From an optimization exercise on the open Yosys and OpenROAD flow, aimed at small area; shortcuts taken in it are not production practice. RTL that was checked went through simulation tests only; none was proved equivalent to the original.

==> inputs of v6 <==
// aes_bp_graph_coloring
module aes_bp_graph_coloring (
  input           clk,
  input  [7:0] share0_in,
  input  [7:0] share1_in,
  input  [51:0] rand_bit_share0,
  input  [51:0] rand_bit_share1,
  output [7:0] o_share0,
  output [7:0] o_share1
);
export LEC_CHECK = 0
export ABC_CLOCK_PERIOD_IN_PS = 20000
export CAP_MARGIN = 20
export CORE_MARGIN = 2
export CORE_UTILIZATION = 40
export SLEW_MARGIN = 20
create_clock -name core_clock -period 5.0 [get_ports {clk}]
run.sh (not shown) runs the stock make flow with config.mk's settings and CLKGATE_MAP_FILE= SYNTH_SCRIPT=/design/flow/synth_recipe.tcl, a recipe that flattens the netlist after the stock synthesis.
==> v36: changes against v6 <==
ABC_AREA = 1   (was not set)
==> v39: changes against v6 <==
ABC_AREA = 1   (was not set)
ABC_CLOCK_PERIOD_IN_PS = not set   (was 20000)
==> summary of the runs <==
Of v6 and v36, v36 has the higher register-to-register slack (gap 710 ps). Between v6 and v39, the lower first-iteration DRC count is in v6 (gap about 54%, measured against v39). v6 passed the timing, DRC and antenna checks. v36 finished clean. v39 ran to the end with no violations. Between v36 and v6, the lower core utilization is in v6 (gap 0.28 points).
Function was not checked in any run of this note: the RTL went through the layout flow alone.

========
==> run R: inputs <==
aes_bp_graph_coloring again, from the RTL that the note above started with.
make LEC_CHECK=0 CAP_MARGIN=20 CORE_MARGIN=2 CORE_UTILIZATION=40 CTS_BUF_LIST=sky130_fd_sc_hd__clkbuf_4 CTS_CLUSTER_SIZE=12 SLEW_MARGIN=20 finish   # period 5.0 ns
==> inputs of run A, as changes to run R <==
CTS_BUF_LIST = sky130_fd_sc_hd__clkbuf_8   (was sky130_fd_sc_hd__clkbuf_4)
CTS_CLUSTER_SIZE = 24   (was 12)
==> summary of the runs <==
Of run R and run A, run R has the higher final area (gap 0.21%, measured against run A). In die area, run R and run A do not differ. In non-clock buffer count, run A and run R do not differ. Between run R and run A, the lower hold slack is in run R (gap 0.026 ns). In synthesized cell count, run A and run R do not differ. Area after synthesis is the same in run R and run A.
No functional check of the RTL was part of any run of this note.

========
==> run E <==
aes_bp_graph_coloring, a different RTL version from the one above (not shown whole).
export LEC_CHECK = 0
export CAP_MARGIN = 20
export CORE_MARGIN = 2
export CORE_UTILIZATION = 40
export SLEW_MARGIN = 20
export SYNTH_HIERARCHICAL = 1
create_clock -name core_clock -period 5.0 [get_ports {clk}]
standard.sh (not shown) runs the stock make flow with config.mk's settings and CLKGATE_MAP_FILE= SYNTH_SCRIPT=/design/flow/synth_recipe.tcl, a recipe that flattens the netlist after the stock synthesis.
==> flow/flow/run.sh <==
#!/bin/bash
set -euo pipefail
bash standard.sh "BUFFER_PORTS_ARGS=-buffer_cell sky130_fd_sc_hd__buf_1" "CTS_ARGS=-sink_clustering_enable -repair_clock_nets -dont_use_dummy_load -buf_list {sky130_fd_sc_hd__clkbuf_2 sky130_fd_sc_hd__clkbuf_4}" finish > standard_flow.log 2>&1
==> inputs of run D, as changes to run E <==
==> flow/flow/run.sh (replaced) <==
#!/bin/bash
set -euo pipefail
bash standard.sh "BUFFER_PORTS_ARGS=-buffer_cell sky130_fd_sc_hd__buf_1" "CTS_ARGS=-sink_clustering_enable -repair_clock_nets -dont_use_dummy_load -buf_list sky130_fd_sc_hd__clkbuf_4 -sink_clustering_size 10 -sink_clustering_max_diameter 50" finish > standard_flow.log 2>&1
==> inputs of run X, as changes to run E <==
==> flow/flow/run.sh (replaced) <==
#!/bin/bash
set -euo pipefail
bash standard.sh "BUFFER_PORTS_ARGS=-buffer_cell sky130_fd_sc_hd__buf_1" "CTS_ARGS=-sink_clustering_enable -repair_clock_nets -dont_use_dummy_load -buf_list sky130_fd_sc_hd__clkbuf_2 -sink_clustering_size 6 -sink_clustering_max_diameter 30" finish > standard_flow.log 2>&1
==> summary of the runs <==
- Clock skew: run D < run E < run X.
- Against run X, the core utilization of run E is higher by 0.67 points.
- In synthesized area, run E and run X do not differ.
- Count of clock-buffer cells in the layout, lowest first: run D, run X, run E.

[separate check: timing with driven ports]
How much do the figures lean on ideal ports? The routed layouts below were timed once more, with nothing changed but the port constraints.
Step 1 (the two cells are an assumption about what drives the block):
set clk [get_ports {clk}]
set_driving_cell -lib_cell sky130_fd_sc_hd__clkbuf_16 $clk
set_driving_cell -lib_cell sky130_fd_sc_hd__buf_2 [delete_from_list [all_inputs] $clk]
Step 2 moves the port delays by t, midway between the first and last clock arrival at a register: inputs arrive t later, outputs are due t later. That takes back most of the time a late clock gives input paths.
Slacks: no drivers / after step 1 / after step 2; pairs: no drivers / after step 1.
| run | t, ns | setup slack, ns | worst data-port slew with drivers (ns) |
|---|---|---|---|
| v6 | 0.558 | 0.679 / 0.628 / 1.061 | 0.04 |
| v36 | 0.582 | 1.178 / 1.124 / 1.706 | 0.04 |
| v39 | 0.582 | 1.178 / 1.124 / 1.706 | 0.04 |
| run R | 0.738 | 0.463 / 0.419 / 1.044 | 0.04 |
| run A | 0.570 | 0.649 / 0.603 / 1.079 | 0.04 |
| run E | 0.662 | 1.022 / 0.983 / 1.080 | 0.04 |
| run D | 0.665 | 0.994 / 0.954 / 1.065 | 0.04 |
| run X | 0.760 | 0.935 / 0.897 / 1.134 | 0.04 |
After both steps setup and hold are still met in every run listed.
